Context: an optimization exercise on an open-source flow, tuned for small area, a short achievable clock period and few clock cycles per item. The choices shown serve that exercise and are no tape-out recipe. Only simulation tests tie the RTL to the original design; equivalence was not proved.

===== design.v =====
module absdiff (
	input  wire [30:0] x,
	input  wire [30:0] y,
	output wire [30:0] d,
	output wire        xgty,
	output wire        xeqy
);
localparam N = 31;
localparam L = 5;
wire [N-1:0] p0 = ~(x ^ y);
wire [N-1:0] g0 = x & ~y;
reg [N-1:0] G;
reg [N-1:0] P;
reg [N-1:0] c;
integer l, i;
always @* begin
	G = g0;
	P = p0;
	for (l = 0; l < L; l = l + 1)
		for (i = 0; i < N; i = i + 1)
			if ((i + 1) % (2 << l) == 0) begin
				G[i] = G[i] | (P[i] & G[i - (1 << l)]);
				P[i] = P[i] & P[i - (1 << l)];
			end
	for (l = L - 2; l >= 0; l = l - 1)
		for (i = 0; i < N; i = i + 1)
			if ((i + 1) % (2 << l) == (1 << l) && i >= (2 << l)) begin
				G[i] = G[i] | (P[i] & G[i - (1 << l)]);
				P[i] = P[i] & P[i - (1 << l)];
			end
	c[0] = G[N-1];
	for (i = 1; i < N; i = i + 1)
		c[i] = G[i-1] | (P[i-1] & G[N-1]);
end
wire gall = G[N-1];
assign d    = p0 ^ c ^ {N{~gall}};
assign xgty = gall;
assign xeqy = P[N-1];
endmodule
module top(
		input wire [31:0] opa,
		input wire [31:0] opb,
		input wire start,
		input wire rst,
		input wire clk,
		output reg done,
		output reg [31:0] result
);
reg        busy;
reg        zf;      
reg        zbp;     
reg        gy;      
reg  [4:0] k;
reg [31:0] a;
reg [31:0] b;
wire        xgty;
wire        xeqy;
wire [30:0] dh;
wire [30:0] xh = a[31:1] & {31{b[0]}};
wire [30:0] yh = b[31:1] & {31{gy}};
absdiff u_absdiff(.x(xh), .y(yh), .d(dh), .xgty(xgty), .xeqy(xeqy));
wire eqt = xeqy & a[0] & b[0];
wire b1  = (b == 32'd1);    
wire fin = zf | eqt | b1;
wire kz  = (k == 5'd0);
always @* begin
	done   = busy & fin & kz;
	result = b;
end
wire accept = start & (~busy | done);
wire [2:0] tz = xh[2:0] ^ yh[2:0];
reg  [30:0] ds;
always @* begin
	if (tz[0])      ds = dh;
	else if (tz[1]) ds = {1'b0, dh[30:1]};
	else if (tz[2]) ds = {2'b0, dh[30:2]};
	else            ds = {3'b0, dh[30:3]};
end
wire opaz = (opa == 32'd0);
wire opbz = (opb == 32'd0);
reg  [4:0] kin;
wire [31:0] oab = opa | opb;
integer i;
always @* begin
	kin = 5'd0;
	for (i = 31; i >= 0; i = i - 1)
		if (oab[i]) kin = i[4:0];
	if (opaz || opbz) kin = 5'd0;
end
always @(posedge clk or negedge rst) begin
	if (~rst) begin
		busy <= 1'b0;
	end else begin
		busy <= start | (busy & ~done);
	end
end
wire zfn = accept ? opaz : (fin | zbp);
wire an0 = accept ? opa[0] : ((|tz) | dh[3]);
wire bn0 = accept ? opb[0] : (~fin & (xgty ? b[0] : a[0]));
always @(posedge clk) begin
	zf  <= zfn;
	gy  <= (an0 | ~bn0) & ~zfn;
	zbp <= accept & opbz;
	if (accept) begin
		a <= opa;
		b <= opb;
		k <= kin;
	end else begin
		a <= {1'b0, ds};
		if (fin) begin
			b <= {b[30:0], 1'b0};
			k <= k - 5'd1;
		end else if (~xgty)
			b <= a;
	end
end
endmodule

===== config.mk =====
export PLATFORM = sky130hd
export DESIGN_NAME = top
export DESIGN_NICKNAME = top
export VERILOG_FILES = /design/flow/design.v
export SDC_FILE = /design/flow/constraint.sdc
export NUM_CORES = 4
export LEC_CHECK = 0
export CAP_MARGIN = 20
export CORE_MARGIN = 2
export CORE_UTILIZATION = 40
export SETUP_SLACK_MARGIN = 2.6
export SLEW_MARGIN = 20

===== flow/run.sh =====
#!/bin/bash
# Standard layout, with plain buf_1 cells as the port buffers.
set -euo pipefail
export BUFFER_PORTS_ARGS="-buffer_cell sky130_fd_sc_hd__buf_1"
bash standard.sh > standard.log 2>&1

===== constraint.sdc =====
create_clock -name core_clock -period 7.0 [get_ports {clk}]
set_input_delay 1.4000 -clock core_clock [delete_from_list [all_inputs] [get_ports {clk}]]
set_output_delay 1.4000 -clock core_clock [all_outputs]
set_load 0.01 [all_outputs]

===== standard.sh =====
#!/bin/bash
# synth_recipe.tcl (not shown) runs the flow's synth.tcl, then flattens the netlist and writes it again
# the make line also repeats each setting of config.mk as NAME=value (left out here)
make -C /OpenROAD-flow-scripts/flow DESIGN_CONFIG=/design/flow/config.mk WORK_HOME=/design/flow/orfs CLKGATE_MAP_FILE= SYNTH_SCRIPT=/design/flow/synth_recipe.tcl "${@:-finish}"

==> results of run 1 <==
[per-stage QoR]
stage / hold WS (ps) / area (µm²)
after detailed placement: 564.8 / 7222
after CTS: 581.2 / 7579
after floorplan: 522.1 / 6693
after global placement: 568.8 / 7222
after global routing: 589.6 / 7660
final: 572.0 / 7660
[how the worst max path moves through the flow]
stage | from | endpoint | cells after the start
floorplan | b[0]$_DFFE_PP_ | done | 9
global placement | b[0]$_DFFE_PP_ | b[18]$_DFFE_PP_ | 11
detailed placement | b[0]$_DFFE_PP_ | b[18]$_DFFE_PP_ | 11
CTS | gy$_DFF_P_ | done | 9
global route | b[0]$_DFFE_PP_ | done | 10
finish | b[0]$_DFFE_PP_ | done | 10
[flip-flops by register name, indices dropped and copies added, names as in the netlist]
register / flops
b: 32
zf: 1
gy: 1
k: 5
a: 32
busy: 1
zbp: 1
[cell families (layout without fill, tap and decap cells)]
family                   count (synthesis)  after routing  synth area share (%)
AO/OA/AOI/OAI                          251            251                 24.15
flip-flops                              73             73                 27.44
adder cells (fa/ha/maj)                 32             32                 5.982
XOR/XNOR                                50             50                 6.992
AND/OR/NAND/NOR                        340            340                 24.58
multiplexers                            48             48                 7.515
buffers and inverters                   49            140                 3.328
[placed cells by master, fill, tap and decap left out, drive strengths merged, types with 9 or more instances in the layout]
master / count
a211oi: 13
dfxtp: 35
edfxtp: 37
nor3: 17
mux2i: 46
nand2: 132
nor4: 37
xor2: 15
o21ai: 80
inv: 11
nand3: 11
xnor2: 35
a21o: 9
a21oi: 54
nor2: 63
buf: 113
nand4: 15
nand2b: 9
clkbuf: 11
o22ai: 20
ha: 32
and2: 36
[per-layer routing]
metal,up-vias,part of all wire (%)
met2,382,43
met1,3328,45
met3,46,9.2
met4,0,2.3
met5,-,0
li1,3337,-
[worst reg2reg max path: cells and delay by family (launching register included)]
kind | cells | cell delay (ps)
AND/OR/NAND/NOR | 6 | 2110
buffers and inverters | 3 | 640
flip-flops | 1 | 370
AO/OA/AOI/OAI | 2 | 340
adder cells (fa/ha/maj) | 1 | 300
[area by class of cell]
cell class / count / share of cell area (%)
clock buffer: 10 / 3.120
clock inverter: 6 / 0.8657
inverter: 10 / 0.4900
multi-input combinational: 721 / 61.35
sequential: 73 / 24.00
tap: 220 / 3.594
timing repair buffer: 114 / 6.583
[repair_timing]
item,CTS,global route
hold buffers,0,0
endpoints found under the setup margin,97,51
buffers inserted,3,5
cloned,0,0
pin swaps,4,6
hold endpoints to repair,0,0
resized for setup,7,13
==> results.txt, run 1 <==
ranking of synthesized cells by area=edfxtp_1 17%, dfxtp_1 10%, nand2_1 7.4%; CP max-delay cell=edfxtp_1; Post-Place Worst Slack=roughly 2000 ps; Seq. cell area=1838 µm²; CP startpoint kind=register; Post-DRT Antenna Nets=0; via count=~7100; status=finished clean; clk_skew=around 8.5 ps; first-pass GRT wire length=37260 µm; Arrival @ worst endpoint=2880 ps; Yosys cell types=71; # nets final=approximately 1000; CP top delay family=simple AND/OR/NAND/NOR gates; root buf cell=clkbuf_16; initial antenna violation count=0; drt pass-1 iters=6; CTS buffer count=9; final hold viol count=0; Rel. slew slack=44.57%; async set-reset flop share out of synthesis=approximately 1.4%; layout cell share with drive strength beyond 1=under 10%; Layout Utilization=between 40% and 50%; placed cell count=roughly 1100; R2R cell count=12; Total Routing Usage GR=a little over a quarter; Final period util=roughly three fifths; reg2reg start=b[0]$_DFFE_PP_; Final setup viols=0; antenna cell count=0; Clock Path Buffers=2; vias in the first global route=around 6500; Sink Count=between 70 and 80; FF-to-FF setup slack=2870 ps; Slew @ Worst Pin=828.4 ps; most numerous cell in the Yosys netlist=nand2_1; Area Growth Syn to Fin=14.45%; busiest metal layer after global routing=met1; Post-synth EDFFs=37; # fillers=around 1700; cell taking the most area after synthesis=edfxtp_1; Mapped Cells=about 840; commonest register cell after synthesis=edfxtp_1; Clk Latency, worst-skew pair=340 ps; fin. max-slew vios=0; met3 usage=3.843%; initial core utilization=between 40% and 50%; M1 GR Usage=40.54%; gr ovfl total=0; setup_tns=0 ps; drt drc=0; die height=~130 µm; top cell type's share of synthesized area=16.60%; Hold EP=zf$_DFF_P_; Max Fclk=between 0.2 and 0.25 GHz; Commonest cells post-synth=132 x nand2_1, 71 x o21ai_0, 63 x nor2_1, 50 x a21oi_1, 43 x mux2i_1; synthesized cell area=between 6000 and 7000 µm²; minimum clock period=roughly 4300 ps; worst path cell trace=buf_6, and2_1, ha_1, buf_8, nand4_1, nor4_4, and4_4, o21ai_2, nor2_1, clkbuf_2; Final GP Congestion=between 0.9 and 1; clock-pin slew on the worst setup and hold paths=approximately 60 ps; critical path's largest stage delay=about 370 ps; Worst Setup End Kind=primary output; cell row count=between 40 and 50; Ys Warns=2; HP Class=reg -> reg; Yosys reg bits=between 70 and 80; synthesized net count=about 940; CTS tree=built; WL/cell=around 21 µm; Min-Delay Startpoint=zbp$_DFF_P_; HPWL Detailed=approximately 19000 µm; CP Class=reg -> out; DIE AREA=about 18000 µm²; pin count of the biggest net entering global routing=slightly above 90; Die Wd=133.4 µm; core area=16470 µm²; Vias/cell=~6.1; drt total wl=approximately 24000 µm; r2r endpoint=b[28]$_DFFE_PP_; synthesized area per cell=slightly below 8 µm²; RSZ-0062 raised after global routing=no; Hold Path Depth=2; detailed router's first-iteration violation count=between 800 and 900; crit path buf inv count=3; Ports=100; CTS H-Tree Depth=3; # Max-Cap Violations=0; Data required, critical path=between 5000 and 6000 ps; I/O Buffers=99; critical path peak fanout=36; multi-input logic area=approximately 4700 µm²; final setup margin=approximately 2700 ps; Non-Filler Instances=between 1000 and 1500; grt met2 use=between 40% and 50%; sequential share of the synthesized area=a little over a quarter
Testbench counts, summed over its fixed seeds: cycles 51,745, items 2,400.
==> run 2, diff against run 1 <==
--- a/config.mk
+++ b/config.mk
@@ -8,5 +8,5 @@
 export CAP_MARGIN = 20
 export CORE_MARGIN = 2
 export CORE_UTILIZATION = 40
-export SETUP_SLACK_MARGIN = 2.6
+export SETUP_SLACK_MARGIN = 2.9
 export SLEW_MARGIN = 20
==> run 2 against run 1 <==
Sequential share of layout area decreased by 0.80 points. Non-clock buffer count up 15. Wire length grew 2.6%. Critical path depth unchanged. Die area unchanged. Register-to-register slack improved by 280 ps. Global-route usage is essentially flat.
==> results.txt, run 2 <==
status=finished clean (unchanged); Post-DRT Antenna Nets=0 (unchanged); CTS H-Tree Depth=3 (unchanged); R2R cell count=15 (was 12); Min-Delay Startpoint=zbp$_DFF_P_ (unchanged); Yosys reg bits=73 (unchanged); Data required, critical path=5600 ps (about the same); cell taking the most area after synthesis=edfxtp_1 (unchanged); # Max-Cap Violations=0 (unchanged); clk_skew=9.073 ps (was 8.491 ps); minimum clock period=4157 ps (was 4276 ps); die height=133.4 µm (unchanged); DIE AREA=17780 µm² (unchanged); drt drc=0 (unchanged); cell row count=47 (unchanged); async set-reset flop share out of synthesis=1.370% (unchanged); CTS buffer count=9 (unchanged); # fillers=1710 (was 1746); RSZ-0062 raised after global routing=yes (was no); commonest register cell after synthesis=edfxtp_1 (unchanged); Yosys cell types=71 (unchanged); Area Growth Syn to Fin=18.40% (was 14.45%); WL/cell=21.32 µm (was 21.05 µm); core area=16470 µm² (unchanged); top cell type's share of synthesized area=16.60% (unchanged); synthesized area per cell=7.939 µm² (unchanged); CP startpoint kind=register (unchanged); Max Fclk=0.2406 GHz (was 0.2338 GHz); # nets final=1043 (was 1028); Clk Latency, worst-skew pair=340 ps (about the same); final setup margin=2843 ps (was 2724 ps); vias in the first global route=6461 (unchanged); final hold viol count=0 (unchanged); most frequent cells in the layout=132 x nand2_1, 98 x buf_1, 71 x o21ai_0 (unchanged); CP Class=reg -> out (unchanged); via count=7115 (was 7093); initial core utilization=40.65% (unchanged); Final setup viols=0 (unchanged); sequential share of the synthesized area=27.44% (unchanged); initial antenna violation count=0 (unchanged); Worst Setup End Kind=primary output (unchanged); Rel. slew slack=42.65% (was 44.57%); Total Routing Usage GR=27.09% (was 27.05%); Layout Utilization=48.12% (was 46.52%); root buf cell=clkbuf_16 (unchanged); layout cell share with drive strength beyond 1=9.694% (was 7.388%); Final GP Congestion=0.9154 (unchanged); Post-synth EDFFs=37 (unchanged); detailed router's first-iteration violation count=962 (was 865); biggest registers after layout=a (32), b (32), k (5) (unchanged); most numerous cell in the Yosys netlist=nand2_1 (unchanged); synthesized cell area=6693 µm² (unchanged); Arrival @ worst endpoint=2760 ps (was 2880 ps); HPWL Detailed=18630 µm (unchanged); Critical Path Source=b[0]$_DFFE_PP_ (unchanged); I/O Buffers=99 (unchanged); Vias/cell=6.086 (was 6.146); drt total wl=24930 µm (was 24290 µm); critical path peak fanout=13 (was 36); ranking of synthesized cells by area=edfxtp_1 17%, dfxtp_1 10%, nand2_1 7.4% (unchanged); Ports=100 (unchanged); HP Class=reg -> reg (unchanged); cts-stage hold buffer count=0 (unchanged); Post-Place Worst Slack=2043 ps (unchanged); Ys Warns=2 (unchanged); Slew @ Worst Pin=857.1 ps (was 828.4 ps); Die Wd=133.4 µm (unchanged); pin count of the biggest net entering global routing=93 (unchanged); CTS tree=built (unchanged); clock-pin slew on the worst setup and hold paths=60 ps (about the same); synthesized net count=942 (unchanged); first-pass GRT wire length=37270 µm (was 37260 µm); reg2reg start=b[0]$_DFFE_PP_ (unchanged); antenna cell count=0 (unchanged); Commonest cells post-synth=132 x nand2_1, 71 x o21ai_0, 63 x nor2_1, 50 x a21oi_1, 43 x mux2i_1 (unchanged); Clock Path Buffers=2 (unchanged); Mapped Cells=843 (unchanged); gr ovfl total=0 (unchanged); setup_tns=0 ps (unchanged); drt pass-1 iters=9 (was 6); Min Hold Slack=570.9 ps (was 572.0 ps); Sink Count=73 (unchanged); fin. max-slew vios=0 (unchanged); Hold Path Depth=2 (unchanged); Final period util=59.38% (was 61.09%); most common cell after layout, fill and taps aside=nand2_1 (unchanged)
==> run 2: worst max-delay path: stages, from the launching register on <==
cell and delay [ps]:
edfxtp_1 430, buf_12 170, and2_1 160, ha_4 290
buf_12 130, nand4_1 220, nor4_4 350, and4_4 310
o21ai_4 80, nor2_1 130, buf_2 140
==> run 2: metrics by stage <==
stage          instances  area, µm²
6_report            1169       7924
5_1_grt             1169       7924
3_3_place_gp        1130       7222
3_5_place_dp        1130       7222
2_1_floorplan        843       6693
4_1_cts             1150       7592
==> run 2: cell type report <==
type                    count  area (µm²)  area share (%)
clock buffers              10       239.0           3.016
clock inverters             6       66.31          0.8369
inverters                  10       37.54          0.4737
multi-input cells         721        4782           60.35
flip-flops and latches     73        1838           23.20
well taps                 220       275.3           3.474
repair buffers            129       685.7           8.653
==> run 2: routing by layer <==
layer | track usage, % | up-vias | part of all wire (%)
met1 | 40.68 | 3295 | 45
met2 | 40.35 | 395 | 43
met3 | 3.843 | 48 | 9.7
met5 | 0 | - | 0
li1 | - | 3377 | -
met4 | 7.565 | 0 | 2.2
==> run 2: logic make-up after synthesis <==
kind of cell / Yosys count / share of synthesized area, %
simple gates: 340 / 24.58
compound gates: 251 / 24.15
flops: 73 / 27.44
xor+xnor: 50 / 6.992
buf+inv: 49 / 3.328
mux: 48 / 7.515
fa+ha+maj: 32 / 5.982
==> run 2: path summary, 6_finish.rpt <==
path                             endpoint  slack, ps
hold / removal                 zf$_DFF_P_        570
min in group asynchronous  busy$_DFF_PN0_        820
hold reg to reg                zf$_DFF_P_        570
setup / recovery                     done       2840
setup reg to reg            a[18]$_DFF_P_       3150
max in group asynchronous  busy$_DFF_PN0_       6080
==> run 2: repair_timing <==
action / 4_1_cts / 5_1_grt
gates cloned: 0 / 2
pin swaps: 4 / 11
setup endpoints to repair: 108 / 88
buffers inserted: 4 / 17
resized for setup: 9 / 33
endpoints found under the hold margin: 0 / 0
==> run 3, diff against run 2 <==
--- a/config.mk
+++ b/config.mk
@@ -8,5 +8,5 @@
 export CAP_MARGIN = 20
 export CORE_MARGIN = 2
 export CORE_UTILIZATION = 40
-export SETUP_SLACK_MARGIN = 2.9
+export SETUP_SLACK_MARGIN = 3.0
 export SLEW_MARGIN = 20
==> run 3 against run 2 <==
Cell area increased by 0.28%. Register-to-register slack hardly changed. Still clean on timing, DRC and antenna. Die area unchanged. Count of clock-buffer cells in the layout stayed put. Sequential share of layout area down 0.066 points. Core utilization up 0.14 points. Hold slack got worse by 4.5 ps. Maximum frequency is 0.16% lower. Synthesized area unchanged.
==> results.txt, run 3 <==
cell row count=47 (unchanged); setup_tns=0 ps (unchanged); initial core utilization=40.65% (unchanged); root buf cell=clkbuf_16 (unchanged); synthesized net count=942 (unchanged); Post-DRT Antenna Nets=0 (unchanged); final hold viol count=0 (unchanged); commonest register cell after synthesis=edfxtp_1 (unchanged); status=finished clean (unchanged); Mapped Cells=843 (unchanged); Vias/cell=6.153 (was 6.086); WL/cell=21.43 µm (was 21.32 µm); Ys Warns=2 (unchanged); core area=16470 µm² (unchanged); CP most frequent cell=buf_12 (unchanged); HPWL Detailed=18630 µm (unchanged); drt total wl=25050 µm (was 24930 µm); first-pass GRT wire length=37270 µm (unchanged); pin count of the biggest net entering global routing=93 (unchanged); Yosys cell types=71 (unchanged); Worst Setup End Kind=primary output (unchanged); Layout Utilization=48.26% (was 48.12%); ranking of synthesized cells by area=edfxtp_1 17%, dfxtp_1 10%, nand2_1 7.4% (unchanged); async set-reset flop share out of synthesis=1.370% (unchanged); die height=133.4 µm (unchanged); via count=7193 (was 7115); final setup margin=2837 ps (was 2843 ps); Max Fclk=0.2402 GHz (was 0.2406 GHz); met3 usage=3.843% (unchanged); initial antenna violation count=0 (unchanged); I/O Buffers=99 (unchanged); CTS buffer count=9 (unchanged); Final period util=59.48% (was 59.38%); Sink Count=73 (unchanged); Area Growth Syn to Fin=18.73% (was 18.40%); # nets final=1043 (unchanged); Yosys reg bits=73 (unchanged); synthesized area per cell=7.939 µm² (unchanged); synthesized cell area=6693 µm² (unchanged); antenna cell count=0 (unchanged); Post-Place Worst Slack=2043 ps (unchanged); Rel. slew slack=45.58% (was 42.65%); layout cell share with drive strength beyond 1=10.01% (was 9.694%); Total Routing Usage GR=27.09% (unchanged); crit path buf inv count=3 (unchanged); detailed router's first-iteration violation count=980 (was 962); gr ovfl total=0 (unchanged); CTS tree=built (unchanged); Ports=100 (unchanged); busiest metal layer after global routing=met1 (unchanged); Post-synth EDFFs=37 (unchanged); minimum clock period=4163 ps (was 4157 ps); RSZ-0062 raised after global routing=yes (unchanged); critical path peak fanout=13 (unchanged); CP top delay family=simple AND/OR/NAND/NOR gates (unchanged); Data required, critical path=5600 ps (about the same); drt pass-1 iters=8 (was 9); grt met2 use=40.35% (unchanged); CP startpoint kind=register (unchanged); DIE AREA=17780 µm² (unchanged); HP Class=reg -> reg (unchanged); fin. max-slew vios=0 (unchanged); worst path cell trace=buf_12, and2_1, ha_4, buf_12, nand4_1, nor4_4, and4_4, o21ai_4, nor2_1, buf_2 (unchanged); most frequent cells in the layout=132 x nand2_1, 98 x buf_1, 71 x o21ai_0 (unchanged); clock-pin slew on the worst setup and hold paths=60 ps (about the same); critical path's largest stage delay=420 ps (was 430 ps); most numerous cell in the Yosys netlist=nand2_1 (unchanged); CTS H-Tree Depth=3 (unchanged); Commonest cells post-synth=132 x nand2_1, 71 x o21ai_0, 63 x nor2_1, 50 x a21oi_1, 43 x mux2i_1 (unchanged); Slew @ Worst Pin=813.3 ps (was 857.1 ps); clk_skew=9.017 ps (was 9.073 ps); top cell type's share of synthesized area=16.60% (unchanged); vias in the first global route=6461 (unchanged); CP Class=reg -> out (unchanged); Arrival @ worst endpoint=2760 ps (about the same); M1 GR Usage=40.68% (unchanged); most common cell after layout, fill and taps aside=nand2_1 (unchanged); # Max-Cap Violations=0 (unchanged); Final setup viols=0 (unchanged); Clock Path Buffers=2 (unchanged); Clk Latency, worst-skew pair=350 ps (was 340 ps); biggest registers after layout=a (32), b (32), k (5) (unchanged); drt drc=0 (unchanged); cell taking the most area after synthesis=edfxtp_1 (unchanged); sequential share of the synthesized area=27.44% (unchanged); Final GP Congestion=0.9154 (unchanged); CP max-delay cell=edfxtp_1 (unchanged); cts-stage hold buffer count=0 (unchanged); Die Wd=133.4 µm (unchanged)
==> run 3: cell counts after synthesis <==
Identical to the previous run, type by type.
==> run 3: final timing paths <==
check / from / endpoint / slack [ps] / depth (start not counted)
hold / removal: zbp$_DFF_P_ / zf$_DFF_P_ / 570 / 2
hold reg to reg: zbp$_DFF_P_ / zf$_DFF_P_ / 570 / 2
min in group asynchronous: rst / busy$_DFF_PN0_ / 810 / 1
max in group asynchronous: rst / busy$_DFF_PN0_ / 6080 / 1
setup / recovery: b[0]$_DFFE_PP_ / done / 2840 / 10
setup reg to reg: b[0]$_DFFE_PP_ / a[18]$_DFF_P_ / 3140 / 15
==> run 3: what timing repair did <==
item	CTS	global route
endpoints found under the setup margin	108	100
pin swaps	4	12
resized for setup	9	36
setup buffers	4	17
cloned	0	2
==> run 3: cell families (layout without fill, tap and decap cells) <==
logic type               Yosys count  count (layout)  synth area share, %
AND/OR/NAND/NOR                  340             340                24.58
AO/OA/AOI/OAI                    251             251                24.15
flip-flops                        73              73                27.44
XOR/XNOR                          50              50                6.992
buffers and inverters             49             155                3.328
multiplexers                      48              48                7.515
adder cells (fa/ha/maj)           32              32                5.982
==> run 3: cell type report <==
type | instances | area (µm²)
inverter | 10 | 37.54
clock inverter | 6 | 66.31
tap | 220 | 275.3
multi-input combinational | 721 | 4805
clock buffer | 10 | 239.0
timing repair buffer | 129 | 685.7
fill | 1708 | 8519
sequential | 73 | 1838
==> run 3: through the flow <==
step,hold WS [ps],area (µm²),instances
6_report,566.5,7946,1169
3_3_place_gp,568.8,7222,1130
4_1_cts,581.2,7592,1150
5_1_grt,585.3,7946,1169
3_5_place_dp,564.8,7222,1130
2_1_floorplan,522.1,6693,843
==> run 3: worst min-delay path, stage by stage, from the launching register on <==
cell and delay [ps]:
dfxtp_1 310, nor3_1 40, a21oi_1 160
==> run 3: per-layer routing <==
metal,up-vias,routed length [µm]
met4,0,636
li1,3368,-
met5,-,0
met2,427,10780
met3,52,2488
met1,3346,11150
==> run 4, diff against run 3 <==
--- a/config.mk
+++ b/config.mk
@@ -10,3 +10,4 @@
 export CORE_UTILIZATION = 40
 export SETUP_SLACK_MARGIN = 3.0
 export SLEW_MARGIN = 20
+export TNS_END_PERCENT = 5
==> run 4 against run 3 <==
Synthesized area unchanged. Setup slack better by 1.1 ps. Largest cell class unchanged. Critical path type unchanged. Still clean on timing, DRC and antenna. Synthesized cell count unchanged. First-iteration DRC count increased by 2.2%. Flip-flop and latch count unchanged.
==> results.txt, run 4 <==
status=finished clean (unchanged); async set-reset flop share out of synthesis=1.370% (unchanged); pin count of the biggest net entering global routing=93 (unchanged); RSZ-0062 raised after global routing=yes (unchanged); fin. max-slew vios=0 (unchanged); detailed router's first-iteration violation count=1002 (was 980); Post-synth EDFFs=37 (unchanged); DIE AREA=17780 µm² (unchanged); Synth Area in Simple Gates=24.58% (unchanged); cts-stage hold buffer count=0 (unchanged); Ys Warns=2 (unchanged); synthesized cell area=6693 µm² (unchanged); Yosys reg bits=73 (unchanged); minimum clock period=4162 ps (was 4163 ps); cell taking the most area after synthesis=edfxtp_1 (unchanged); # fillers=1711 (was 1708); layout cell share with drive strength beyond 1=9.589% (was 10.01%); Final period util=59.46% (was 59.48%); die height=133.4 µm (unchanged); Min-Delay Startpoint=zbp$_DFF_P_ (unchanged); clk_skew=7.983 ps (was 9.017 ps); sequential share of the synthesized area=27.44% (unchanged); CTS tree=built (unchanged); final hold viol count=0 (unchanged); vias in the first global route=6461 (unchanged); Rel. slew slack=40.23% (was 45.58%); ranking of synthesized cells by area=edfxtp_1 17%, dfxtp_1 10%, nand2_1 7.4% (unchanged); synthesized net count=942 (unchanged); multiplexer share of the synthesized area=7.515% (unchanged); Max Fclk=0.2403 GHz (was 0.2402 GHz); reg2reg start=b[0]$_DFFE_PP_ (unchanged); HP Class=reg -> reg (unchanged); root buf cell=clkbuf_16 (unchanged); Slew @ Worst Pin=893.2 ps (was 813.3 ps); initial antenna violation count=0 (unchanged); Min Hold Slack=569.4 ps (was 566.5 ps); WL/cell=21.41 µm (was 21.43 µm); commonest register cell after synthesis=edfxtp_1 (unchanged); Clk Latency, worst-skew pair=340 ps (was 350 ps); Yosys cell types=71 (unchanged); CP Class=reg -> out (unchanged); drt total wl=25020 µm (was 25050 µm); Data required, critical path=5600 ps (about the same); drt pass-1 iters=7 (was 8); most common cell after layout, fill and taps aside=nand2_1 (unchanged); gr ovfl total=0 (unchanged); I/O Buffers=99 (unchanged); Critical Path Source=b[0]$_DFFE_PP_ (unchanged); CTS H-Tree Depth=3 (unchanged); Commonest cells post-synth=132 x nand2_1, 71 x o21ai_0, 63 x nor2_1, 50 x a21oi_1, 43 x mux2i_1 (unchanged); # nets final=1043 (unchanged); main combinational cell family by area after synthesis=simple AND/OR/NAND/NOR gates (unchanged); Total Routing Usage GR=27.09% (unchanged); biggest registers after layout=a (32), b (32), k (5) (unchanged); most numerous cell in the Yosys netlist=nand2_1 (unchanged); Final GP Congestion=0.9154 (unchanged); Worst Setup End Kind=primary output (unchanged); clock-pin slew on the worst setup and hold paths=60 ps (about the same); Final setup viols=0 (unchanged); first-pass GRT wire length=37270 µm (unchanged); post-synthesis xor/xnor area fraction=6.992% (unchanged); Vias/cell=6.136 (was 6.153); core area=16470 µm² (unchanged); compound-gate portion of the synthesized area=24.15% (unchanged); Post-DRT Antenna Nets=0 (unchanged); critical path peak fanout=13 (unchanged); Arrival @ worst endpoint=2760 ps (about the same); Area Growth Syn to Fin=18.23% (was 18.73%); top cell type's share of synthesized area=16.60% (unchanged); CP startpoint kind=register (unchanged); setup_tns=0 ps (unchanged); initial core utilization=40.65% (unchanged); # Max-Cap Violations=0 (unchanged); Clock Path Buffers=2 (unchanged); most frequent cells in the layout=132 x nand2_1, 98 x buf_1, 71 x o21ai_0 (unchanged); HPWL Detailed=18630 µm (unchanged); Sink Count=73 (unchanged); Ports=100 (unchanged); synthesized area per cell=7.939 µm² (unchanged); Mapped Cells=843 (unchanged); Layout Utilization=48.05% (was 48.26%); cell row count=47 (unchanged); post-synthesis adder-cell area fraction=5.982% (unchanged); drt drc=0 (unchanged); antenna cell count=0 (unchanged); Die Wd=133.4 µm (unchanged); CTS buffer count=9 (unchanged); via count=7173 (was 7193)
==> run 4: cell counts after synthesis <==
Identical to the previous run, type by type.
==> run 4: area by class of cell <==
type                    count  area, µm²  share of cell area [%]
multi-input cells         721       4778                   60.39
flip-flops and latches     73       1838                   23.23
repair buffers            129      678.2                   8.571
well taps                 220      275.3                   3.479
clock buffers              10      239.0                   3.020
clock inverters             6      66.31                  0.8381
inverters                  10      37.54                  0.4744
==> run 4: worst max-delay path, cell delays in order (launching register included) <==
cell	delay, ps
edfxtp_1	430
buf_12	170
and2_1	160
ha_4	290
buf_12	130
nand4_1	220
nor4_4	350
and4_4	310
o21ai_4	80
nor2_1	130
buf_2	140
==> run 4: what timing repair did <==
| item | 4_1_cts | 5_1_grt |
|---|---|---|
| pin swaps | 4 | 11 |
| setup buffers | 4 | 17 |
| gates resized for setup | 9 | 30 |
| gates cloned | 0 | 2 |
| endpoints found under the setup margin | 108 | 100 |
==> run 4: per-stage QoR <==
stage / setup slack [ps] / std cells / area, µm²
6_report: 2838 / 1169 / 7913
5_1_grt: 2753 / 1169 / 7913
4_1_cts: 2639 / 1150 / 7592
3_5_place_dp: 2043 / 1130 / 7222
3_3_place_gp: 2147 / 1130 / 7222
2_1_floorplan: 3213 / 843 / 6693
==> run 4: worst paths after layout <==
kind	to	slack (ps)	cells after the start
setup / recovery	done	2840	10
hold / removal	zf$_DFF_P_	570	2
setup reg to reg	a[27]$_DFF_P_	3030	15
hold reg to reg	zf$_DFF_P_	570	2
max in group asynchronous	busy$_DFF_PN0_	6080	1
min in group asynchronous	busy$_DFF_PN0_	820	1
==> run 4: routing by layer <==
layer	global-route usage, %	up-vias	wire length [µm]
li1	-	3374	-
met1	40.68	3337	11130
met2	40.35	414	10680
met3	3.843	48	2562
met4	7.565	0	654
met5	0	-	0
==> run 4: cell families after synthesis <==
logic type | after synthesis
AND/OR/NAND/NOR | 340
AO/OA/AOI/OAI | 251
flip-flops | 73
XOR/XNOR | 50
buffers and inverters | 49
multiplexers | 48
adder cells (fa/ha/maj) | 32
==> run 5, diff against run 4 <==
--- a/config.mk
+++ b/config.mk
@@ -8,6 +8,6 @@
 export CAP_MARGIN = 20
 export CORE_MARGIN = 2
 export CORE_UTILIZATION = 40
-export SETUP_SLACK_MARGIN = 3.0
+export SETUP_SLACK_MARGIN = 2.8
 export SLEW_MARGIN = 20
 export TNS_END_PERCENT = 5
==> run 5 against run 4 <==
Global-route usage unchanged. Highest routed layer unchanged. Synthesized area is the same. Critical endpoint unchanged.
==> results.txt, run 5 <==
Yosys reg bits=73 (unchanged); Sink Count=73 (unchanged); Ys Warns=2 (unchanged); Final period util=60.11% (was 59.46%); ranking of synthesized cells by area=edfxtp_1 17%, dfxtp_1 10%, nand2_1 7.4% (unchanged); commonest register cell after synthesis=edfxtp_1 (unchanged); CP max-delay cell=edfxtp_1 (unchanged); I/O Buffers=99 (unchanged); # fillers=1725 (was 1711); Hold Path Depth=2 (unchanged); Non-Filler Instances=1163 (was 1169); cell row count=47 (unchanged); CP startpoint kind=register (unchanged); final hold viol count=0 (unchanged); R2R cell count=15 (unchanged); vias in the first global route=6461 (unchanged); core area=16470 µm² (unchanged); Area Growth Syn to Fin=16.68% (was 18.23%); Slew @ Worst Pin=851.1 ps (was 893.2 ps); r2r endpoint=a[9]$_DFF_P_ (was a[27]$_DFF_P_); CP most frequent cell=buf_12 (unchanged); reg2reg start=b[0]$_DFFE_PP_ (unchanged); RSZ-0062 raised after global routing=yes (unchanged); Hold EP=zf$_DFF_P_ (unchanged); most numerous cell in the Yosys netlist=nand2_1 (unchanged); Final GP Congestion=0.9154 (unchanged); most frequent cells in the layout=132 x nand2_1, 98 x buf_1, 71 x o21ai_0 (unchanged); Total Routing Usage GR=27.09% (unchanged); most common cell after layout, fill and taps aside=nand2_1 (unchanged); Clock Path Buffers=2 (unchanged); clk_skew=7.876 ps (was 7.983 ps); crit path buf inv count=3 (unchanged); CTS tree=built (unchanged); initial antenna violation count=0 (unchanged); initial core utilization=40.65% (unchanged); HPWL Detailed=18630 µm (unchanged); Final setup viols=0 (unchanged); # nets final=1037 (was 1043); root buf cell=clkbuf_16 (unchanged); WP depth=10 (unchanged); critical path's largest stage delay=420 ps (was 430 ps); CTS H-Tree Depth=3 (unchanged); Clk Latency, worst-skew pair=340 ps (about the same); WL/cell=21.56 µm (was 21.41 µm); Rel. slew slack=43.05% (was 40.23%); Post-DRT Antenna Nets=0 (unchanged); Post-synth EDFFs=37 (unchanged); synthesized cell area=6693 µm² (unchanged); sequential share of the synthesized area=27.44% (unchanged); synthesized area per cell=7.939 µm² (unchanged); Worst Setup End Kind=primary output (unchanged); Die Wd=133.4 µm (unchanged); CP Class=reg -> out (unchanged); FF-to-FF setup slack=2980 ps (was 3030 ps); DIE AREA=17780 µm² (unchanged); antenna cell count=0 (unchanged); detailed router's first-iteration violation count=920 (was 1002); worst path cell trace=buf_12, and2_1, ha_4, buf_12, nand4_1, nor4_4, and4_4, o21ai_2, nor2_1, clkbuf_2 (was buf_12, and2_1, ha_4, buf_12, nand4_1, nor4_4, and4_4, o21ai_4, nor2_1, buf_2); Max Fclk=0.2376 GHz (was 0.2403 GHz); top cell type's share of synthesized area=16.60% (unchanged); synthesized net count=942 (unchanged); layout cell share with drive strength beyond 1=8.590% (was 9.589%); placed cell count=1130 (unchanged); Min-Delay Startpoint=zbp$_DFF_P_ (unchanged); CP top delay family=simple AND/OR/NAND/NOR gates (unchanged); minimum clock period=4208 ps (was 4162 ps); die height=133.4 µm (unchanged); Mapped Cells=843 (unchanged); pin count of the biggest net entering global routing=93 (unchanged); Vias/cell=6.207 (was 6.136); Yosys cell types=71 (unchanged); fin. max-slew vios=0 (unchanged); Commonest cells post-synth=132 x nand2_1, 71 x o21ai_0, 63 x nor2_1, 50 x a21oi_1, 43 x mux2i_1 (unchanged); cts-stage hold buffer count=0 (unchanged); drt drc=0 (unchanged); async set-reset flop share out of synthesis=1.370% (unchanged); drt pass-1 iters=6 (was 7); gr ovfl total=0 (unchanged); clock-pin slew on the worst setup and hold paths=60 ps (about the same); first-pass GRT wire length=37270 µm (unchanged); status=finished clean (unchanged); CTS buffer count=9 (unchanged); setup_tns=0 ps (unchanged); drt total wl=25080 µm (was 25020 µm); Arrival @ worst endpoint=2810 ps (was 2760 ps); HP Class=reg -> reg (unchanged); biggest registers after layout=a (32), b (32), k (5) (unchanged); # Max-Cap Violations=0 (unchanged); critical path peak fanout=18 (was 13); via count=7219 (was 7173); Ports=100 (unchanged); Data required, critical path=5600 ps (about the same); cell taking the most area after synthesis=edfxtp_1 (unchanged)
## run 5: per-stage QoR
stage | area (µm²) | hold slack, ps | worst slack [ps] | util, %
2_1_floorplan | 6693 | 522.1 | 3213 | -
3_3_place_gp | 7222 | 568.8 | 2147 | 43.86
3_5_place_dp | 7222 | 564.8 | 2043 | 43.86
4_1_cts | 7590 | 581.2 | 2639 | 46.09
5_1_grt | 7809 | 585.2 | 2665 | 47.42
6_report | 7809 | 572.5 | 2792 | 47.42
## run 5: how the worst max path moves through the flow
stage               slack, ps         endpoint      startpoint
floorplan                3210             done  b[0]$_DFFE_PP_
global placement         2150  b[18]$_DFFE_PP_  b[0]$_DFFE_PP_
detailed placement       2040  b[18]$_DFFE_PP_  b[0]$_DFFE_PP_
CTS                      2640             done  b[0]$_DFFE_PP_
global route             2660             done  b[0]$_DFFE_PP_
finish                   2790             done  b[0]$_DFFE_PP_
## run 5: cells by family (layout without fill, tap and decap cells)
family,count (synthesis),in the layout,synth area share (%)
and+or+nand+nor,340,340,24.58
AOI/OAI and AO/OA,251,251,24.15
DFF,73,73,27.44
xor gates and xnor gates,50,50,6.992
buffers and inverters,49,149,3.328
muxes,48,48,7.515
adders and majority gates,32,32,5.982
## run 5: cell type report
| type | count | area, µm² | area share [%] |
|---|---|---|---|
| multi-input cells | 721 | 4732 | 60.60 |
| flip-flops and latches | 73 | 1838 | 23.54 |
| repair buffers | 123 | 620.6 | 7.947 |
| well taps | 220 | 275.3 | 3.525 |
| clock buffers | 10 | 239.0 | 3.060 |
| clock inverters | 6 | 66.31 | 0.8492 |
| inverters | 10 | 37.54 | 0.4807 |
## run 5: timing repair
action / 4_1_cts / 5_1_grt
setup buffers: 4 / 11
endpoints found under the setup margin: 103 / 47
cloned: 0 / 2
pin swaps: 4 / 7
resized for setup: 8 / 22
## run 5: layer usage
| layer | routed length (µm) | share of wire [%] | track usage [%] | vias up |
|---|---|---|---|---|
| li1 | - | - | - | 3366 |
| met2 | 10720 | 43 | 40.35 | 422 |
| met1 | 11140 | 44 | 40.68 | 3372 |
| met4 | 702 | 2.8 | 7.565 | 0 |
| met5 | 0 | 0 | 0 | - |
| met3 | 2515 | 10 | 3.843 | 59 |
## run 5: tightest hold or removal path: stages (launching register included)
cell and delay [ps]:
dfxtp_1 310, nor3_1 40, a21oi_1 170
==> run 6, diff against run 5 <==
--- a/config.mk
+++ b/config.mk
@@ -10,4 +10,3 @@
 export CORE_UTILIZATION = 40
 export SETUP_SLACK_MARGIN = 2.8
 export SLEW_MARGIN = 20
-export TNS_END_PERCENT = 5
==> run 6 against run 5 <==
Still clean on timing, DRC and antenna. Clock skew stayed put. Synthesized area stayed put. Sequential share of layout area stayed put. Final cell count stayed put. Wire length stayed put. Via count stayed put. Count of clock-buffer cells in the layout stayed put. Largest cell class unchanged.
==> results.txt, run 6 <==
via count=7219 (unchanged); r2r endpoint=a[9]$_DFF_P_ (unchanged); CP max-delay cell=edfxtp_1 (unchanged); HPWL Detailed=18630 µm (unchanged); CP most frequent cell=buf_12 (unchanged); most frequent cells in the layout=132 x nand2_1, 98 x buf_1, 71 x o21ai_0 (unchanged); clk_skew=7.876 ps (unchanged); Slew @ Worst Pin=851.1 ps (unchanged); # nets final=1037 (unchanged); # Max-Cap Violations=0 (unchanged); biggest registers after layout=a (32), b (32), k (5) (unchanged); CP endpoint=done (unchanged); worst path cell trace=buf_12, and2_1, ha_4, buf_12, nand4_1, nor4_4, and4_4, o21ai_2, nor2_1, clkbuf_2 (unchanged); Post-Place Worst Slack=2043 ps (unchanged); die height=133.4 µm (unchanged); Post-DRT Antenna Nets=0 (unchanged); CP top delay family=simple AND/OR/NAND/NOR gates (unchanged); pin count of the biggest net entering global routing=93 (unchanged); CTS buffer count=9 (unchanged); gr ovfl total=0 (unchanged); Final setup viols=0 (unchanged); detailed router's first-iteration violation count=920 (unchanged); vias in the first global route=6461 (unchanged); Die Wd=133.4 µm (unchanged); synthesized cell area=6693 µm² (unchanged); antenna cell count=0 (unchanged); Ys Warns=2 (unchanged); FF-to-FF setup slack=2980 ps (about the same); cell row count=47 (unchanged); cts-stage hold buffer count=0 (unchanged); top cell type's share of synthesized area=16.60% (unchanged); WP depth=10 (unchanged); Yosys cell types=71 (unchanged); DIE AREA=17780 µm² (unchanged); Sink Count=73 (unchanged); critical path's largest stage delay=420 ps (about the same); Total Routing Usage GR=27.09% (unchanged); critical path peak fanout=18 (unchanged); Final period util=60.11% (unchanged); crit path buf inv count=3 (unchanged); CP Class=reg -> out (unchanged); async set-reset flop share out of synthesis=1.370% (unchanged); Arrival @ worst endpoint=2810 ps (about the same); Mapped Cells=843 (unchanged); WL/cell=21.56 µm (unchanged); Critical Path Source=b[0]$_DFFE_PP_ (unchanged); Rel. slew slack=43.05% (unchanged); Post-synth EDFFs=37 (unchanged); Data required, critical path=5600 ps (about the same); Clk Latency, worst-skew pair=340 ps (about the same); status=finished clean (unchanged); reg2reg start=b[0]$_DFFE_PP_ (unchanged); clock-pin slew on the worst setup and hold paths=60 ps (about the same); CP startpoint kind=register (unchanged); main combinational cell family by area after synthesis=simple AND/OR/NAND/NOR gates (unchanged); initial core utilization=40.65% (unchanged); drt pass-1 iters=6 (unchanged); ranking of synthesized cells by area=edfxtp_1 17%, dfxtp_1 10%, nand2_1 7.4% (unchanged); final setup margin=2792 ps (unchanged); synthesized area per cell=7.939 µm² (unchanged); Final GP Congestion=0.9154 (unchanged); layout cell share with drive strength beyond 1=8.590% (unchanged); Commonest cells post-synth=132 x nand2_1, 71 x o21ai_0, 63 x nor2_1, 50 x a21oi_1, 43 x mux2i_1 (unchanged); Clock Path Buffers=2 (unchanged); drt drc=0 (unchanged); post-synthesis xor/xnor area fraction=6.992% (unchanged); multiplexer share of the synthesized area=7.515% (unchanged); Max Fclk=0.2376 GHz (unchanged); drt total wl=25080 µm (unchanged); compound-gate portion of the synthesized area=24.15% (unchanged); HP Class=reg -> reg (unchanged); post-synthesis adder-cell area fraction=5.982% (unchanged); final hold viol count=0 (unchanged); commonest register cell after synthesis=edfxtp_1 (unchanged); minimum clock period=4208 ps (unchanged); most numerous cell in the Yosys netlist=nand2_1 (unchanged); Synth Area in Simple Gates=24.58% (unchanged); Vias/cell=6.207 (unchanged); Worst Setup End Kind=primary output (unchanged); RSZ-0062 raised after global routing=yes (unchanged); Area Growth Syn to Fin=16.68% (unchanged); I/O Buffers=99 (unchanged); cell taking the most area after synthesis=edfxtp_1 (unchanged); Ports=100 (unchanged); core area=16470 µm² (unchanged); first-pass GRT wire length=37270 µm (unchanged); setup_tns=0 ps (unchanged); CTS H-Tree Depth=3 (unchanged); sequential share of the synthesized area=27.44% (unchanged); root buf cell=clkbuf_16 (unchanged); Yosys reg bits=73 (unchanged); most common cell after layout, fill and taps aside=nand2_1 (unchanged); fin. max-slew vios=0 (unchanged); R2R cell count=15 (unchanged); CTS tree=built (unchanged); synthesized net count=942 (unchanged); initial antenna violation count=0 (unchanged)
run 6: cell counts after synthesis:
No cell type changed its count.
run 6: worst register-to-register path: stages, from the launching register on:
cell	delay, ps
edfxtp_1	420
buf_4	180
clkbuf_16	180
and2_1	160
ha_1	350
a21oi_1	220
o21ai_0	260
nor3_1	330
o21ai_2	170
a21oi_4	150
buf_4	380
mux2i_4	340
xor2_1	290
nor2_1	80
a211oi_1	270
o22ai_1	110
run 6: stage by stage:
stage	utilization (%)	hold slack (ps)	cells	instance area, µm²
floorplan	-	522.1	843	6693
global placement	43.86	568.8	1130	7222
detailed placement	43.86	564.8	1130	7222
CTS	46.09	581.2	1150	7590
global route	47.42	585.2	1163	7809
finish	47.42	572.5	1163	7809
run 6: how the worst min path moves through the flow:
stage	start	endpoint	slack [ps]	cells past startpoint
CTS	zbp$_DFF_P_	zf$_DFF_P_	580	2
finish	zbp$_DFF_P_	zf$_DFF_P_	570	2
floorplan	zbp$_DFF_P_	zf$_DFF_P_	520	2
detailed placement	zbp$_DFF_P_	zf$_DFF_P_	560	2
global placement	zbp$_DFF_P_	zf$_DFF_P_	570	2
global route	zbp$_DFF_P_	zf$_DFF_P_	590	2
run 6: what timing repair did:
| item | in CTS | in global routing |
|---|---|---|
| pin swaps | 4 | 7 |
| gates resized for setup | 8 | 22 |
| endpoints found under the setup margin | 103 | 47 |
| cloned | 0 | 2 |
| setup buffers | 4 | 11 |
run 6: logic make-up after synthesis:
| family | Yosys count |
|---|---|
| xor gates and xnor gates | 50 |
| AOI/OAI and AO/OA | 251 |
| buffers and inverters | 49 |
| and+or+nand+nor | 340 |
| muxes | 48 |
| DFF | 73 |
| adders and majority gates | 32 |
run 6: routing by layer:
metal	share of wire, %	wire (µm)	track usage [%]	up-vias
met4	2.8	702	7.565	0
met2	43	10720	40.35	422
met3	10	2515	3.843	59
li1	-	-	-	3366
met1	44	11140	40.68	3372
met5	0	0	0	-
run 6: cell type report:
| class | count | area (µm²) |
|---|---|---|
| tap | 220 | 275.3 |
| fill | 1725 | 8657 |
| clock inverter | 6 | 66.31 |
| inverter | 10 | 37.54 |
| multi-input combinational | 721 | 4732 |
| timing repair buffer | 123 | 620.6 |
| clock buffer | 10 | 239.0 |
| sequential | 73 | 1838 |
==> run 7, diff against run 6 <==
--- a/config.mk
+++ b/config.mk
@@ -10,3 +10,4 @@
 export CORE_UTILIZATION = 40
 export SETUP_SLACK_MARGIN = 2.8
 export SLEW_MARGIN = 20
+export TNS_END_PERCENT = 20
==> run 7 against run 6 <==
Flip-flop and latch count unchanged. Largest cell class unchanged. Highest routed layer unchanged. Cell area is the same.
==> results.txt, run 7 <==
most frequent cells in the layout=132 x nand2_1, 98 x buf_1, 71 x o21ai_0 (unchanged); Final GP Congestion=0.9154 (unchanged); pin count of the biggest net entering global routing=93 (unchanged); synthesized area per cell=7.939 µm² (unchanged); die height=133.4 µm (unchanged); Layout Utilization=47.42% (unchanged); most common cell after layout, fill and taps aside=nand2_1 (unchanged); status=finished clean (unchanged); CTS H-Tree Depth=3 (unchanged); Ys Warns=2 (unchanged); first-pass GRT wire length=37270 µm (unchanged); Min Hold Slack=572.5 ps (unchanged); Design Area, Final=7809 µm² (unchanged); cell row count=47 (unchanged); I/O Buffers=99 (unchanged); async set-reset flop share out of synthesis=1.370% (unchanged); drt total wl=25080 µm (unchanged); busiest metal layer after global routing=met1 (unchanged); Slew @ Worst Pin=851.1 ps (unchanged); most numerous cell in the Yosys netlist=nand2_1 (unchanged); Total Routing Usage GR=27.09% (unchanged); Final period util=60.11% (unchanged); placed inst area=7222 µm² (unchanged); root buf cell=clkbuf_16 (unchanged); Vias/cell=6.207 (unchanged); Ports=100 (unchanged); fin. max-slew vios=0 (unchanged); met3 usage=3.843% (unchanged); final hold viol count=0 (unchanged); Clk Latency, worst-skew pair=340 ps (about the same); drt drc=0 (unchanged); CTS tree=built (unchanged); Arrival @ worst endpoint=2810 ps (about the same); HPWL Detailed=18630 µm (unchanged); grt met2 use=40.35% (unchanged); DIE AREA=17780 µm² (unchanged); cell taking the most area after synthesis=edfxtp_1 (unchanged); HP Class=reg -> reg (unchanged); via count=7219 (unchanged); commonest register cell after synthesis=edfxtp_1 (unchanged); Clock Path Buffers=2 (unchanged); # Max-Cap Violations=0 (unchanged); biggest registers after layout=a (32), b (32), k (5) (unchanged); Max Fclk=0.2376 GHz (unchanged); WL/cell=21.56 µm (unchanged); layout cell share with drive strength beyond 1=8.590% (unchanged); Post-DRT Antenna Nets=0 (unchanged); initial core utilization=40.65% (unchanged); Yosys cell types=71 (unchanged); core area=16470 µm² (unchanged); initial antenna violation count=0 (unchanged); clk_skew=7.876 ps (unchanged); # nets final=1037 (unchanged); CP startpoint kind=register (unchanged); Sink Count=73 (unchanged); Rel. slew slack=43.05% (unchanged); synthesized cell area=6693 µm² (unchanged); gr ovfl total=0 (unchanged); detailed router's first-iteration violation count=920 (unchanged); cts-stage hold buffer count=0 (unchanged); vias in the first global route=6461 (unchanged); Data required, critical path=5600 ps (about the same); Yosys reg bits=73 (unchanged); Area Growth Syn to Fin=16.68% (unchanged); setup_tns=0 ps (unchanged); Post-synth EDFFs=37 (unchanged); sequential share of the synthesized area=27.44% (unchanged); clock-pin slew on the worst setup and hold paths=60 ps (about the same); top cell type's share of synthesized area=16.60% (unchanged); ranking of synthesized cells by area=edfxtp_1 17%, dfxtp_1 10%, nand2_1 7.4% (unchanged); CTS buffer count=9 (unchanged); Commonest cells post-synth=132 x nand2_1, 71 x o21ai_0, 63 x nor2_1, 50 x a21oi_1, 43 x mux2i_1 (unchanged); RSZ-0062 raised after global routing=yes (unchanged); minimum clock period=4208 ps (unchanged); CP Class=reg -> out (unchanged); drt pass-1 iters=6 (unchanged); antenna cell count=0 (unchanged); critical path peak fanout=18 (unchanged); Worst Setup End Kind=primary output (unchanged); M1 GR Usage=40.68% (unchanged); synthesized net count=942 (unchanged); Mapped Cells=843 (unchanged); Die Wd=133.4 µm (unchanged); Final setup viols=0 (unchanged)
[run 7: cell counts in the layout (fill, tap and decap cells not counted)]
No cell type changed its count.
[run 7: cell families (layout without fill, tap and decap cells)]
group | after synthesis | count (layout) | synth area share [%]
AO/OA/AOI/OAI | 251 | 251 | 24.15
XOR/XNOR | 50 | 50 | 6.992
flip-flops | 73 | 73 | 27.44
AND/OR/NAND/NOR | 340 | 340 | 24.58
multiplexers | 48 | 48 | 7.515
buffers and inverters | 49 | 149 | 3.328
adder cells (fa/ha/maj) | 32 | 32 | 5.982
[run 7: path summary, 6_finish.rpt]
check	start	end	slack [ps]	depth (start not counted)
setup / recovery	b[0]$_DFFE_PP_	done	2790	10
setup reg to reg	b[0]$_DFFE_PP_	a[9]$_DFF_P_	2980	15
max in group asynchronous	rst	busy$_DFF_PN0_	6080	1
min in group asynchronous	rst	busy$_DFF_PN0_	820	1
hold / removal	zbp$_DFF_P_	zf$_DFF_P_	570	2
hold reg to reg	zbp$_DFF_P_	zf$_DFF_P_	570	2
[run 7: cell type report]
| class | instances | area [µm²] |
|---|---|---|
| clock buffers | 10 | 239.0 |
| inverters | 10 | 37.54 |
| repair buffers | 123 | 620.6 |
| clock inverters | 6 | 66.31 |
| well taps | 220 | 275.3 |
| multi-input cells | 721 | 4732 |
| flip-flops and latches | 73 | 1838 |
| fillers | 1725 | 8657 |
[run 7: worst max-delay path: stages (launching register included)]
cell	delay [ps]
edfxtp_1	420
buf_12	180
and2_1	160
ha_4	320
buf_12	140
nand4_1	220
nor4_4	350
and4_4	300
o21ai_2	100
nor2_1	120
clkbuf_2	150
[run 7: layer usage]
| metal | up-vias | wire length, µm |
|---|---|---|
| met5 | - | 0 |
| met4 | 0 | 702 |
| met3 | 59 | 2515 |
| met2 | 422 | 10720 |
| met1 | 3372 | 11140 |
| li1 | 3366 | - |
[run 7: stage by stage]
| step | setup WS, ps | cells |
|---|---|---|
| final | 2792 | 1163 |
| after CTS | 2639 | 1150 |
| after detailed placement | 2043 | 1130 |
| after global placement | 2147 | 1130 |
| after floorplan | 3213 | 843 |
| after global routing | 2665 | 1163 |
[run 7: what timing repair did]
action | CTS | global route
setup buffers | 4 | 11
gates resized for setup | 8 | 22
cloned | 0 | 2
endpoints found under the setup margin | 103 | 47
pin swaps | 4 | 7
==> run 8, diff against run 7 <==
--- a/config.mk
+++ b/config.mk
@@ -7,7 +7,6 @@
 export LEC_CHECK = 0
 export CAP_MARGIN = 20
 export CORE_MARGIN = 2
-export CORE_UTILIZATION = 40
+export CORE_UTILIZATION = 35
 export SETUP_SLACK_MARGIN = 2.8
 export SLEW_MARGIN = 20
-export TNS_END_PERCENT = 20
==> run 8 against run 7 <==
Non-clock buffer count up 16. Global-route usage down 2.3 points. Count of clock-buffer cells in the layout unchanged. Die area up 14%. Setup slack better by 51 ps. Hold slack better by 13 ps. Critical path type unchanged. Register-to-register slack better by 20 ps.
==> results.txt, run 8 <==
most common cell after layout, fill and taps aside=nand2_1 (unchanged); fin. max-slew vios=0 (unchanged); drt total wl=26090 µm (was 25080 µm); r2r endpoint=a[3]$_DFF_P_ (was a[9]$_DFF_P_); # fillers=1841 (was 1725); worst path cell trace=buf_6, buf_6, and2_1, ha_1, nand4_1, nor2_4, and4_4, o21ai_4, nor2_2, buf_2 (was buf_12, and2_1, ha_4, buf_12, nand4_1, nor4_4, and4_4, o21ai_2, nor2_1, clkbuf_2); vias in the first global route=6570 (was 6461); CTS tree=built (unchanged); Final GP Congestion=0.9399 (was 0.9154); I/O Buffers=99 (unchanged); Post-DRT Antenna Nets=0 (unchanged); RSZ-0062 raised after global routing=yes (unchanged); Post-synth EDFFs=37 (unchanged); # Max-Cap Violations=0 (unchanged); CTS H-Tree Depth=3 (unchanged); placed inst area=7239 µm² (was 7222 µm²); setup_tns=0 ps (unchanged); CTS buffer count=9 (unchanged); final hold viol count=0 (unchanged); CP most frequent cell=buf_6 (was buf_12); reg2reg start=b[0]$_DFFE_PP_ (unchanged); FF-to-FF setup slack=3000 ps (was 2980 ps); Arrival @ worst endpoint=2760 ps (was 2810 ps); synthesized area per cell=7.939 µm² (unchanged); clk_skew=11.26 ps (was 7.876 ps); cell row count=50 (was 47); drt drc=0 (unchanged); Seq. cell area=1841 µm² (was 1838 µm²); Design Area, Final=8138 µm² (was 7809 µm²); Ys Warns=2 (unchanged); Yosys cell types=71 (unchanged); most frequent cells in the layout=132 x nand2_1, 98 x buf_1, 71 x o21ai_0 (unchanged); commonest register cell after synthesis=edfxtp_1 (unchanged); Final setup viols=0 (unchanged); Final period util=59.39% (was 60.11%); synthesized net count=942 (unchanged); clock-pin slew on the worst setup and hold paths=60 ps (about the same); root buf cell=clkbuf_16 (unchanged); CP Class=reg -> out (unchanged); # nets final=1054 (was 1037); synthesized cell area=6693 µm² (unchanged); initial antenna violation count=0 (unchanged); HP Class=reg -> reg (unchanged); Area Growth Syn to Fin=21.59% (was 16.68%); CP startpoint kind=register (unchanged); multi-input logic area=4915 µm² (was 4732 µm²); detailed router's first-iteration violation count=915 (was 920); critical path's largest stage delay=400 ps (was 420 ps); critical path peak fanout=18 (unchanged); Clk Latency, worst-skew pair=350 ps (was 340 ps); cts-stage hold buffer count=0 (unchanged); CP max-delay cell=ha_1 (was edfxtp_1); sequential share of the synthesized area=27.44% (unchanged); ranking of synthesized cells by area=edfxtp_1 17%, dfxtp_1 10%, nand2_1 7.4% (unchanged); async set-reset flop share out of synthesis=1.370% (unchanged); pin count of the biggest net entering global routing=95 (was 93); Die Wd=142.3 µm (was 133.4 µm); WL/cell=21.85 µm (was 21.56 µm); minimum clock period=4157 ps (was 4208 ps); most numerous cell in the Yosys netlist=nand2_1 (unchanged); cell taking the most area after synthesis=edfxtp_1 (unchanged); first-pass GRT wire length=38650 µm (was 37270 µm); Worst Setup End Kind=primary output (unchanged); Mapped Cells=843 (unchanged); antenna cell count=0 (unchanged); Commonest cells post-synth=132 x nand2_1, 71 x o21ai_0, 63 x nor2_1, 50 x a21oi_1, 43 x mux2i_1 (unchanged); Rel. slew slack=42.49% (was 43.05%); Ports=100 (unchanged); die height=142.3 µm (was 133.4 µm); core area=18710 µm² (was 16470 µm²); Clock Path Buffers=2 (unchanged); Slew @ Worst Pin=862.7 ps (was 851.1 ps); HPWL Detailed=18980 µm (was 18630 µm); Sink Count=73 (unchanged); R2R cell count=18 (was 15); top cell type's share of synthesized area=16.60% (unchanged); CP endpoint=done (unchanged); CP top delay family=simple AND/OR/NAND/NOR gates (unchanged); Critical Path Source=b[0]$_DFFE_PP_ (unchanged); layout cell share with drive strength beyond 1=11.77% (was 8.590%); Max Fclk=0.2406 GHz (was 0.2376 GHz); Total Routing Usage GR=24.81% (was 27.09%); gr ovfl total=0 (unchanged); DIE AREA=20240 µm² (was 17780 µm²); Data required, critical path=5600 ps (about the same); Yosys reg bits=73 (unchanged); biggest registers after layout=a (32), b (32), k (5) (unchanged); crit path buf inv count=3 (unchanged); drt pass-1 iters=6 (unchanged); WP depth=10 (unchanged); initial core utilization=35.78% (was 40.65%); status=finished clean (unchanged); Vias/cell=6.113 (was 6.207); via count=7299 (was 7219)
[run 8: cell counts after synthesis]
Identical to the previous run, type by type.
[run 8: logic make-up (layout without fill, tap and decap cells)]
family	count (synthesis)	after routing	synth area share [%]
muxes	48	48	7.515
buffers and inverters	49	165	3.328
adders and majority gates	32	32	5.982
AOI/OAI and AO/OA	251	252	24.15
and+or+nand+nor	340	340	24.58
xor gates and xnor gates	50	50	6.992
DFF	73	73	27.44
[run 8: worst register-to-register path: stages (launching register included)]
cell and delay (ps):
edfxtp_1 390, buf_6 150, buf_8 130, buf_6 130, and2_1 170, ha_4 260, nand4_1 190, buf_4 150
buf_4 110, nor2_1 50, a221oi_2 380, a21oi_2 170, a21oi_4 270, buf_4 310, mux2i_1 240, xor2_1 360
a221oi_1 170, a21oi_1 170, a21oi_1 60
[run 8: layer usage]
metal | share of wire [%] | GRT usage [%] | up-vias
li1 | - | - | 3405
met1 | 44 | 35.51 | 3473
met2 | 45 | 39.00 | 379
met3 | 8.4 | 2.793 | 42
met4 | 2.7 | 8.053 | 0
met5 | 0 | 0 | -
[run 8: how the worst min path moves through the flow]
stage                     slack, ps  cells past startpoint             end           start
after floorplan                 520                      2      zf$_DFF_P_     zbp$_DFF_P_
after global placement          570                      1  busy$_DFF_PN0_  busy$_DFF_PN0_
after detailed placement        580                      2      zf$_DFF_P_     zbp$_DFF_P_
after CTS                       590                      1  busy$_DFF_PN0_  busy$_DFF_PN0_
after global routing            600                      1  busy$_DFF_PN0_  busy$_DFF_PN0_
final                           590                      1  busy$_DFF_PN0_  busy$_DFF_PN0_
[run 8: final cells by class]
| class | instances | share of cell area, % |
|---|---|---|
| Timing Repair Buffer | 139 | 9.594 |
| Multi-Input combinational cell | 722 | 60.39 |
| Tap cell | 234 | 3.598 |
| Clock inverter | 6 | 0.5228 |
| Clock buffer | 10 | 2.814 |
| Inverter | 10 | 0.4613 |
| Sequential cell | 73 | 22.62 |
[run 8: through the flow]
stage,utilization [%],hold slack (ps),setup slack [ps],instances
after global placement,38.70,572.4,1959,1144
after global routing,43.51,603.4,2770,1194
after CTS,41.09,587.3,2808,1170
after floorplan,-,522.1,3213,843
after detailed placement,38.70,576.0,1835,1144
final,43.51,585.7,2843,1194
[run 8: what timing repair did]
item / CTS / global route
endpoints found under the hold margin: 0 / 0
gates cloned: 1 / 2
setup endpoints to repair: 108 / 29
setup buffers: 9 / 22
resized for setup: 22 / 41
pin swaps: 6 / 12

port drivers added, routing unchanged:
The flow's constraints put no driver on any port. The routed layouts listed below were extracted and timed again, unchanged, in two steps.
Step 1, drivers: a clkbuf_16 drives clk and a buf_2 each remaining input, both assumed.
Step 2 moves the port delays by t, midway between the first and last clock arrival at a register: inputs arrive t later, outputs are due t later. That takes back most of the time a late clock gives input paths.
Slacks: no drivers / after step 1 / after step 2; pairs: no drivers / after step 1.
run | t, ns | slack for setup (ns) | clock arrival spread, ns
run 1 | 0.383 | 2.724 / 2.680 / 2.865 | 0.009 / 0.008
run 2 | 0.383 | 2.843 / 2.799 / 3.153 | 0.009 / 0.009
run 3 | 0.387 | 2.837 / 2.793 / 3.141 | 0.009 / 0.009
run 4 | 0.383 | 2.838 / 2.795 / 3.026 | 0.008 / 0.008
run 5 | 0.382 | 2.792 / 2.749 / 2.982 | 0.007 / 0.008
run 6 | 0.382 | 2.792 / 2.749 / 2.982 | 0.007 / 0.008
run 7 | 0.382 | 2.792 / 2.749 / 2.982 | 0.007 / 0.008
run 8 | 0.386 | 2.843 / 2.800 / 3.005 | 0.011 / 0.011
After both steps every run listed still meets setup and hold.
